This design comes from an exercise in tuning for small area, a short achievable clock period and few clock cycles on the open sky130 flow, not from production work.
Function was checked by simulation only, so behaviour that the tests miss may differ from the original.

== the baseline ==
==> flow/design.v <==
module EC_TOP(
    clk, rst_n, in_valid,
    in_Px, in_Py, in_Qx, in_Qy, in_prime, in_a,
    out_valid, out_Rx, out_Ry
);
input clk, rst_n, in_valid;
input [5:0] in_Px, in_Py, in_Qx, in_Qy, in_prime, in_a;
output reg out_valid;
output [5:0] out_Rx, out_Ry;
localparam CUT = 8;
function [5:0] modred;
    input [13:0] x;
    input [5:0]  p;
    input integer rows;
    reg [14:0] r;
    reg [7:0] t;
    integer k;
    begin
        r = {1'b0, x};
        for (k = 7; k >= 0; k = k - 1)
            if (k < rows) begin
                t = {1'b0, r[k +: 7]} - {2'b0, p};
                if (!t[7]) r[k +: 7] = t[6:0];
            end
        modred = r[5:0];
    end
endfunction
function [5:0] modsub;
    input [5:0] x, y, p;
    reg [6:0] d;
    begin
        d = {1'b0, x} - {1'b0, y};
        if (d[6]) d = d + {1'b0, p};
        modsub = d[5:0];
    end
endfunction
function [11:0] square;
    input [5:0] x;
    integer i, j;
    reg [11:0] acc;
    begin
        acc = 12'd0;
        for (i = 0; i < 6; i = i + 1) begin
            acc = acc + ({11'd0, x[i]} << (2 * i));
            for (j = i + 1; j < 6; j = j + 1)
                acc = acc + ({11'd0, x[i] & x[j]} << (i + j + 1));
        end
        square = acc;
    end
endfunction
function [5:0] bound;
    input [5:0] x;
    input integer m;
    integer b;
    begin
        for (b = 0; b < 6; b = b + 1)
            bound[b] = (m >= (1 << b)) ? x[b] : 1'b0;
    end
endfunction
function [5:0] halfsub;
    input [5:0] xa, xb, p;
    reg [6:0] d;
    reg [7:0] t;
    begin
        d = {1'b0, xa} - {1'b0, xb};
        t = {d[6], d} + (d[0] ? {2'b0, p} : d[6] ? {1'b0, p, 1'b0} : 8'd0);
        halfsub = t[6:1];
    end
endfunction
function integer umax;
    input integer i;
    umax = (i == 0) ? 60 : (i < 7) ? 30 : (i == 7) ? 15 : (i == 8) ? 7 : 3;
endfunction
function integer vmax;
    input integer i;
    vmax = (i < 6) ? 61 : (i == 6) ? 29 : (i == 7) ? 9 : (i == 8) ? 5 : 3;
endfunction
wire [5:0] p = in_prime;
wire [5:0] Px = in_Px, Py = in_Py, Qx = in_Qx, Qy = in_Qy, a = in_a;
wire dbl = (Px == Qx);
wire [6:0]  pmx  = {1'b0, p} - {1'b0, Px};
wire [5:0]  h    = (pmx[5:0] < Px) ? pmx[5:0] : Px;
wire [11:0] h2   = square(h);
wire [5:0]  px2m = modred({2'b0, h2}, p, 4);
wire [7:0]  n3   = {2'b0, px2m} + {1'b0, px2m, 1'b0} + {2'b0, a};
wire [5:0]  numd = modred({6'b0, n3}, p, 2);
wire [5:0]  numa = modsub(Qy, Py, p);
wire [6:0]  py2  = {Py, 1'b0};
wire [7:0]  pyd  = {1'b0, py2} - {2'b0, p};
wire [5:0]  dend = pyd[7] ? py2[5:0] : pyd[5:0];
wire [5:0]  dena = modsub(Qx, Px, p);
wire [5:0]  num  = dbl ? numd : numa;
wire [5:0]  den  = dbl ? dend : dena;
function [23:0] step;
    input integer i;
    input [23:0] st;
    input [5:0] p;
    reg [5:0] u, v, x1, x2, xa, xb;
    reg [6:0] du, dv;
    reg swap;
    begin
        u = bound(st[23:18], umax(i));
        v = bound(st[17:12], vmax(i));
        x1 = st[11:6];
        x2 = st[5:0];
        du = {1'b0, u} - {1'b0, v};
        dv = {1'b0, v} - {1'b0, u};
        swap = u[0] & du[6];
        xa = swap ? x2 : x1;
        xb = u[0] ? (swap ? x1 : x2) : 6'd0;
        if (swap) begin
            x2 = x1;
            v = u;
        end
        x1 = halfsub(xa, xb, p);
        u = !u[0] ? u >> 1 : swap ? dv[6:1] : du[6:1];
        step = {u, v, x1, x2};
    end
endfunction
reg [23:0] sta;
integer ia;
always @(*) begin
    sta = {den, p, num, 6'd0};
    for (ia = 0; ia < CUT; ia = ia + 1)
        sta = step(ia, sta, p);
end
reg [23:0] st_r;
reg [5:0] p_r, px_r, py_r;
reg [6:0] cx_r;
always @(posedge clk) begin
    st_r <= sta;
    p_r  <= p;
    px_r <= Px;
    py_r <= Py;
    cx_r <= {p, 1'b0} - {1'b0, Px} - {1'b0, Qx};
end
always @(posedge clk or negedge rst_n) begin
    if (!rst_n) out_valid <= 1'b0;
    else        out_valid <= in_valid;
end
reg [23:0] stb;
integer ib;
always @(*) begin
    stb = st_r;
    for (ib = CUT; ib < 10; ib = ib + 1)
        stb = step(ib, stb, p_r);
end
wire [5:0] s = stb[5:0];
wire [6:0]  pms = {1'b0, p_r} - {1'b0, s};
wire [5:0]  g   = (pms[5:0] < s) ? pms[5:0] : s;
wire [11:0] s2  = square(g);
wire [5:0]  Rx  = modred({2'b0, s2} + {7'b0, cx_r}, p_r, 5);
wire [5:0]  e   = modsub(px_r, Rx, p_r);
wire [11:0] se  = s * e;
wire [5:0]  Ry  = modred({2'b0, se} + {8'b0, p_r} - {8'b0, py_r}, p_r, 6);
assign out_Rx = out_valid ? Rx : 6'd0;
assign out_Ry = out_valid ? Ry : 6'd0;
endmodule
==> flow/config.mk <==
export PLATFORM = sky130hd
export DESIGN_NAME = EC_TOP
export DESIGN_NICKNAME = EC_TOP
export VERILOG_FILES = /design/flow/design.v
export SDC_FILE = /design/flow/constraint.sdc
export NUM_CORES = 4
export LEC_CHECK = 0
export CAP_MARGIN = 20
export CORE_MARGIN = 2
export CORE_UTILIZATION = 55
export SLEW_MARGIN = 20
==> flow/constraint.sdc <==
create_clock -name core_clock -period 160.0 [get_ports {clk}]
set_input_delay 32.0000 -clock core_clock [delete_from_list [all_inputs] [get_ports {clk}]]
set_output_delay 32.0000 -clock core_clock [all_outputs]
set_load 0.01 [all_outputs]
standard.sh (not shown) runs the stock make flow with config.mk's settings and CLKGATE_MAP_FILE= SYNTH_SCRIPT=/design/flow/synth_recipe.tcl, a recipe that flattens the netlist after the stock synthesis.
==> flow/flow/run.sh <==
#!/bin/bash
# Own layout flow: the standard ORFS flow, with a different synthesis mapping:
#  - no full-adder cell extraction (adders stay plain gates for abc),
#  - abc with flow/abc.script: &deepsyn restructuring, then an area-oriented map with a delay target.
#  - every input and output port still gets a buffer, but a sky130_fd_sc_hd__buf_2
#    instead of the delay buffer buffer_ports picks by default.
# Registers, their names and everything else are as in the standard flow.
set -euo pipefail
W=$(pwd)
mkdir -p "$W/mysynth"
python3 - "$FLOW_HOME/scripts/synth.tcl" "$W/mysynth/synth.tcl" "$W/flow/abc.script" <<'PY'
import sys
src, dst, abc = sys.argv[1:]
s = open(src).read()
old = "  log_cmd abc {*}$abc_args\n"
assert s.count(old) == 1
s = s.replace(old, "  set abc_args [lreplace $abc_args 1 1 %s]\n%s" % (abc, old))
open(dst, "w").write(s)
PY
bash standard.sh SYNTH_SCRIPT="$W/flow/my_synth.tcl" MY_SYNTH_TCL="$W/mysynth/synth.tcl" \
    ADDER_MAP_FILE= BUFFER_PORTS_ARGS="-buffer_cell sky130_fd_sc_hd__buf_2" finish > "$W/flow_make.log" 2>&1
==> flow/flow/abc.script <==
strash
ifraig
scorr
dc2
dretime
strash
&get -n
&deepsyn -T 120
&put
dch -f
map -D 40000 -B 0.9
strash
dch -f
map -D 40000 -B 0.9
topo
stime -c
buffer -c
upsize -c -D 40000
dnsize -c -D 40000
==> flow/flow/my_synth.tcl <==
# The standard flow's synthesis wrapper (synth_recipe.tcl), sourcing a copy of ORFS's synth.tcl
# whose abc call uses flow/abc.script (see run.sh).
proc synth {args} { yosys synth -nofsm -noshare {*}$args }
source $::env(MY_SYNTH_TCL)
# left out here: clear keep_hierarchy, flatten, clean up, hide names made inside functions, write 1_2_yosys.v
The final layout from the baseline, which completed every stage, passed the timing, design-rule and antenna checks at the end of the flow.
Testbench counts of the baseline, summed over its fixed seeds: cycles 1,608.
The following lists how the candidate was set up differently from the baseline:
--- a/flow/design.v
+++ b/flow/design.v
@@ -145,12 +145,10 @@
     for (ib = CUT; ib < 10; ib = ib + 1)
         stb = step(ib, stb, p_r);
 end
 wire [5:0] s = stb[5:0];
-wire [6:0]  pms = {1'b0, p_r} - {1'b0, s};
-wire [5:0]  g   = (pms[5:0] < s) ? pms[5:0] : s;
-wire [11:0] s2  = square(g);
-wire [5:0]  Rx  = modred({2'b0, s2} + {7'b0, cx_r}, p_r, 5);
+wire [11:0] s2  = square(s);
+wire [5:0]  Rx  = modred({2'b0, s2} + {7'b0, cx_r}, p_r, 6);
 wire [5:0]  e   = modsub(px_r, Rx, p_r);
 wire [11:0] se  = s * e;
 wire [5:0]  Ry  = modred({2'b0, se} + {8'b0, p_r} - {8'b0, py_r}, p_r, 6);
 assign out_Rx = out_valid ? Rx : 6'd0;
==> run summary <==
Summary of the candidate over the baseline: number of multi-input logic gates now sits higher, instance count of the mapped netlist now sits at about the same level, post-layout instance count excluding filler cells now sits at about the same level. The candidate against the baseline: number of buffers and inverters on the critical path decreased 4; core utilization essentially unchanged; cell area after layout essentially unchanged; multi-input gate share of total cell area increased 0.51 points; CTS clock-pin slew for the worst setup and hold paths essentially unchanged. Taking the baseline as the reference, in the candidate critical path depth -12, number of buffers outside the clock class in the layout now sits lower, post-layout net count has remained practically unchanged, die area shows an increase of about 0.37%, via count went up.
Testbench counts of the candidate, summed over its fixed seeds: cycles 1,608.


== job 8060 ==
RTL: the design.v shown in full above, as it stands there.
==> flow/config.mk <==
export PLATFORM = sky130hd
export DESIGN_NAME = EC_TOP
export DESIGN_NICKNAME = EC_TOP
export VERILOG_FILES = /design/flow/design.v
export SDC_FILE = /design/flow/constraint.sdc
export NUM_CORES = 4
export LEC_CHECK = 0
export CAP_MARGIN = 20
export CORE_MARGIN = 2
export CORE_UTILIZATION = 55
export SLEW_MARGIN = 20
==> flow/constraint.sdc <==
create_clock -name core_clock -period 160.0 [get_ports {clk}]
set_input_delay 32.0000 -clock core_clock [delete_from_list [all_inputs] [get_ports {clk}]]
set_output_delay 32.0000 -clock core_clock [all_outputs]
set_load 0.01 [all_outputs]
==> flow/flow/run.sh <==
#!/bin/bash
# Own layout flow: the standard ORFS flow, with a different synthesis mapping:
#  - no full-adder cell extraction (adders stay plain gates for abc),
#  - abc with flow/abc.script: &deepsyn restructuring, then an area-oriented map with a delay target.
# Registers, their names and everything after synthesis are as in the standard flow.
set -euo pipefail
W=$(pwd)
mkdir -p "$W/mysynth"
python3 - "$FLOW_HOME/scripts/synth.tcl" "$W/mysynth/synth.tcl" "$W/flow/abc.script" <<'PY'
import sys
src, dst, abc = sys.argv[1:]
s = open(src).read()
old = "  log_cmd abc {*}$abc_args\n"
assert s.count(old) == 1
s = s.replace(old, "  set abc_args [lreplace $abc_args 1 1 %s]\n%s" % (abc, old))
open(dst, "w").write(s)
PY
bash standard.sh SYNTH_SCRIPT="$W/flow/my_synth.tcl" MY_SYNTH_TCL="$W/mysynth/synth.tcl" \
    ADDER_MAP_FILE= finish > "$W/flow_make.log" 2>&1
==> flow/flow/abc.script <==
strash
ifraig
scorr
dc2
dretime
strash
&get -n
&deepsyn -T 120
&put
dch -f
map -D 30000 -B 0.9
strash
dch -f
map -D 30000 -B 0.9
topo
stime -c
buffer -c
upsize -c -D 30000
dnsize -c -D 30000
Scripts as last shown in full above: flow/flow/my_synth.tcl
Job 8060 ran to completion and came out clean on the timing, design-rule and antenna checks.
Testbench counts of job 8060, summed over its fixed seeds: cycles 1,608.
The following lists how job 1790 was set up differently from job 8060:
--- a/flow/design.v
+++ b/flow/design.v
@@ -147,8 +147,6 @@
 end
 wire [5:0] s = stb[5:0];
-wire [6:0]  pms = {1'b0, p_r} - {1'b0, s};
-wire [5:0]  g   = (pms[5:0] < s) ? pms[5:0] : s;
-wire [11:0] s2  = square(g);
-wire [5:0]  Rx  = modred({2'b0, s2} + {7'b0, cx_r}, p_r, 5);
+wire [11:0] s2  = square(s);
+wire [5:0]  Rx  = modred({2'b0, s2} + {7'b0, cx_r}, p_r, 6);
 wire [5:0]  e   = modsub(px_r, Rx, p_r);
 wire [11:0] se  = s * e;
==> run summary <==
Job 1790 finished every stage and its layout cleared the timing, design-rule and antenna checks.
For share of the final layout cell area in sequential cells, job 1790 and job 8060 come out practically identical.
Job 1790 vs job 8060: logic depth of the worst setup path including buffers down in job 1790
Proportion of cell area occupied by multi-input gates (job 1790 over job 8060): increase, 0.28 points
The run with more routed wire is job 1790, not job 8060.
Summary of job 1790 over job 8060: final non-filler cell total went up 0.64%, number of non-clock inverters in the layout went down, final-layout fill cell count now larger, detailed-route via count picked up an extra 148.
Testbench counts of job 1790, summed over its fixed seeds: cycles 1,608.


EC_TOP, a different RTL version from the one above (not shown whole).
For scale: about 52 I/O pins, about 22000 um^2 of cells after synthesis.
==> module EC_TOP, before the edit <==
module EC_TOP(
    clk, rst_n, in_valid,
    in_Px, in_Py, in_Qx, in_Qy, in_prime, in_a,
    out_valid, out_Rx, out_Ry
);
input clk, rst_n, in_valid;
input [5:0] in_Px, in_Py, in_Qx, in_Qy, in_prime, in_a;
output reg out_valid;
output [5:0] out_Rx, out_Ry;
localparam CUT = 7;
function [5:0] modred;
    input [13:0] x;
    input [5:0]  p;
    input integer rows;
    reg [14:0] r;
    reg [7:0] t;
    integer k;
    begin
        r = {1'b0, x};
        for (k = 7; k >= 0; k = k - 1)
            if (k < rows) begin
                t = {1'b0, r[k +: 7]} - {2'b0, p};
                if (!t[7]) r[k +: 7] = t[6:0];
            end
        modred = r[5:0];
    end
endfunction
function [5:0] modsub;
    input [5:0] x, y, p;
    reg [6:0] d;
    begin
        d = {1'b0, x} - {1'b0, y};
        if (d[6]) d = d + {1'b0, p};
        modsub = d[5:0];
    end
endfunction
function [11:0] square;
    input [5:0] x;
    integer i, j;
    reg [11:0] acc;
    begin
        acc = 12'd0;
        for (i = 0; i < 6; i = i + 1) begin
            acc = acc + ({11'd0, x[i]} << (2 * i));
            for (j = i + 1; j < 6; j = j + 1)
                acc = acc + ({11'd0, x[i] & x[j]} << (i + j + 1));
        end
        square = acc;
    end
endfunction
function [5:0] bound;
    input [5:0] x;
    input integer m;
    integer b;
    begin
        for (b = 0; b < 6; b = b + 1)
            bound[b] = (m >= (1 << b)) ? x[b] : 1'b0;
    end
endfunction
function [5:0] halfsub;
    input [5:0] xa, xb, p;
    reg [6:0] d;
    reg [7:0] t;
    begin
        d = {1'b0, xa} - {1'b0, xb};
        t = {d[6], d} + (d[0] ? {2'b0, p} : d[6] ? {1'b0, p, 1'b0} : 8'd0);
        halfsub = t[6:1];
    end
endfunction
function integer umax;
    input integer i;
    umax = (i == 0) ? 60 : (i < 7) ? 30 : (i == 7) ? 15 : (i == 8) ? 7 : 3;
endfunction
function integer vmax;
    input integer i;
    vmax = (i < 6) ? 61 : (i == 6) ? 29 : (i == 7) ? 9 : (i == 8) ? 5 : 3;
endfunction
wire [5:0] p = in_prime;
wire [5:0] Px = in_Px, Py = in_Py, Qx = in_Qx, Qy = in_Qy, a = in_a;
wire dbl = (Px == Qx);
wire [11:0] px2  = square(Px);
wire [5:0]  px2m = modred({2'b0, px2}, p, 6);
wire [7:0]  n3   = {2'b0, px2m} + {1'b0, px2m, 1'b0} + {2'b0, a};
wire [5:0]  numd = modred({6'b0, n3}, p, 2);
wire [5:0]  numa = modsub(Qy, Py, p);
wire [6:0]  py2  = {Py, 1'b0};
wire [7:0]  pyd  = {1'b0, py2} - {2'b0, p};
wire [5:0]  dend = pyd[7] ? py2[5:0] : pyd[5:0];
wire [5:0]  dena = modsub(Qx, Px, p);
wire [5:0]  num  = dbl ? numd : numa;
wire [5:0]  den  = dbl ? dend : dena;
function [23:0] step;
    input integer i;
    input [23:0] st;
    input [5:0] p;
    reg [5:0] u, v, x1, x2, xa, xb;
    reg [6:0] du, dv;
    reg swap;
    begin
        u = bound(st[23:18], umax(i));
        v = bound(st[17:12], vmax(i));
        x1 = st[11:6];
        x2 = st[5:0];
        du = {1'b0, u} - {1'b0, v};
        dv = {1'b0, v} - {1'b0, u};
        swap = u[0] & du[6];
        xa = swap ? x2 : x1;
        xb = u[0] ? (swap ? x1 : x2) : 6'd0;
        if (swap) begin
            x2 = x1;
            v = u;
        end
        x1 = halfsub(xa, xb, p);
        u = !u[0] ? u >> 1 : swap ? dv[6:1] : du[6:1];
        step = {u, v, x1, x2};
    end
endfunction
reg [23:0] sta;
integer ia;
always @(*) begin
    sta = {den, p, num, 6'd0};
    for (ia = 0; ia < CUT; ia = ia + 1)
        sta = step(ia, sta, p);
end
reg [23:0] st_r;
reg [5:0] p_r, px_r, py_r;
reg [6:0] cx_r;
always @(posedge clk) begin
    st_r <= sta;
    p_r  <= p;
    px_r <= Px;
    py_r <= Py;
    cx_r <= {p, 1'b0} - {1'b0, Px} - {1'b0, Qx};
end
always @(posedge clk or negedge rst_n) begin
    if (!rst_n) out_valid <= 1'b0;
    else        out_valid <= in_valid;
end
reg [23:0] stb;
integer ib;
always @(*) begin
    stb = st_r;
    for (ib = CUT; ib < 10; ib = ib + 1)
        stb = step(ib, stb, p_r);
end
wire [5:0] s = stb[5:0];
wire [11:0] s2  = square(s);
wire [5:0]  Rx  = modred({2'b0, s2} + {7'b0, cx_r}, p_r, 6);
wire [5:0]  e   = modsub(px_r, Rx, p_r);
wire [11:0] se  = s * e;
wire [5:0]  Ry  = modred({2'b0, se} + {8'b0, p_r} - {8'b0, py_r}, p_r, 6);
assign out_Rx = out_valid ? Rx : 6'd0;
assign out_Ry = out_valid ? Ry : 6'd0;
endmodule
Settings: LEC_CHECK=0, ABC_AREA=1, CAP_MARGIN=20, CORE_MARGIN=2, CORE_UTILIZATION=55, SLEW_MARGIN=20; clock period 160.0 ns.
run.sh (not shown) runs the stock make flow with config.mk's settings and CLKGATE_MAP_FILE= SYNTH_SCRIPT=/design/flow/synth_recipe.tcl, a recipe that flattens the netlist after the stock synthesis.
Stock flow here: none of the scripts above is used.
Testbench counts at the start, summed over its fixed seeds: cycles 1,608.
==> next run, changes <==
--- a/flow/design.v
+++ b/flow/design.v
@@ -7,7 +7,7 @@
 input [5:0] in_Px, in_Py, in_Qx, in_Qy, in_prime, in_a;
 output reg out_valid;
 output [5:0] out_Rx, out_Ry;
-localparam CUT = 7;
+localparam CUT = 8;
 function [5:0] modred;
     input [13:0] x;
     input [5:0]  p;
@@ -78,8 +78,10 @@
 wire [5:0] p = in_prime;
 wire [5:0] Px = in_Px, Py = in_Py, Qx = in_Qx, Qy = in_Qy, a = in_a;
 wire dbl = (Px == Qx);
-wire [11:0] px2  = square(Px);
-wire [5:0]  px2m = modred({2'b0, px2}, p, 6);
+wire [6:0]  pmx  = {1'b0, p} - {1'b0, Px};
+wire [5:0]  h    = (pmx[5:0] < Px) ? pmx[5:0] : Px;
+wire [11:0] h2   = square(h);
+wire [5:0]  px2m = modred({2'b0, h2}, p, 4);
 wire [7:0]  n3   = {2'b0, px2m} + {1'b0, px2m, 1'b0} + {2'b0, a};
 wire [5:0]  numd = modred({6'b0, n3}, p, 2);
 wire [5:0]  numa = modsub(Qy, Py, p);
The changed run finished clean; worst setup slack gets better by 1800 ps; count of clock-buffer cells in the layout is unchanged; sequential share of layout area stays flat; design area drops by 3.8%; final cell count drops by 4.2%; critical path depth drops by 27; global-route usage climbs by 0.41 points.
Testbench counts after the change, summed over its fixed seeds: cycles 1,608.

[static timing again, ports no longer ideal]
The results above use ideal ports. As a check the final layouts listed here were re-extracted and re-timed, cells and wires unchanged.
Step 1 assumes that a clkbuf_16 drives the clock port and a buf_2 every other input.
Step 2, shift: input delay + t, output delay - t, t = (earliest + latest rising clock arrival at the registers) / 2. This alone moves slack from input paths to output paths.
a / b / c = ideal ports / drivers / drivers and shift; a / b = the first two.
| run | t (ns) | setup WS [ns] | worst setup path after step 2 | worst slew at a driven data input, ns |
|---|---|---|---|---|
| the baseline | 0.346 | 102.016 / 102.037 / 101.691 | input to register | 0.08 |
| the candidate | 0.333 | 101.756 / 101.780 / 101.448 | input to register | 0.07 |
| job 8060 | 0.347 | 102.000 / 102.022 / 101.675 | input to register | 0.04 |
| job 1790 | 0.346 | 101.557 / 101.575 / 101.229 | input to register | 0.03 |
| the first run of note 3 | 0.332 | 90.322 / 90.278 / 90.609 | register to output | 0.07 |
| the second run of note 3 | 0.351 | 92.091 / 92.114 / 91.762 | input to register | 0.06 |
After both steps setup and hold are still met in every run listed. For the second run of note 3, which loses most, drivers alone change the setup slack by +0.023 ns; drivers and shift together by -0.329 ns.
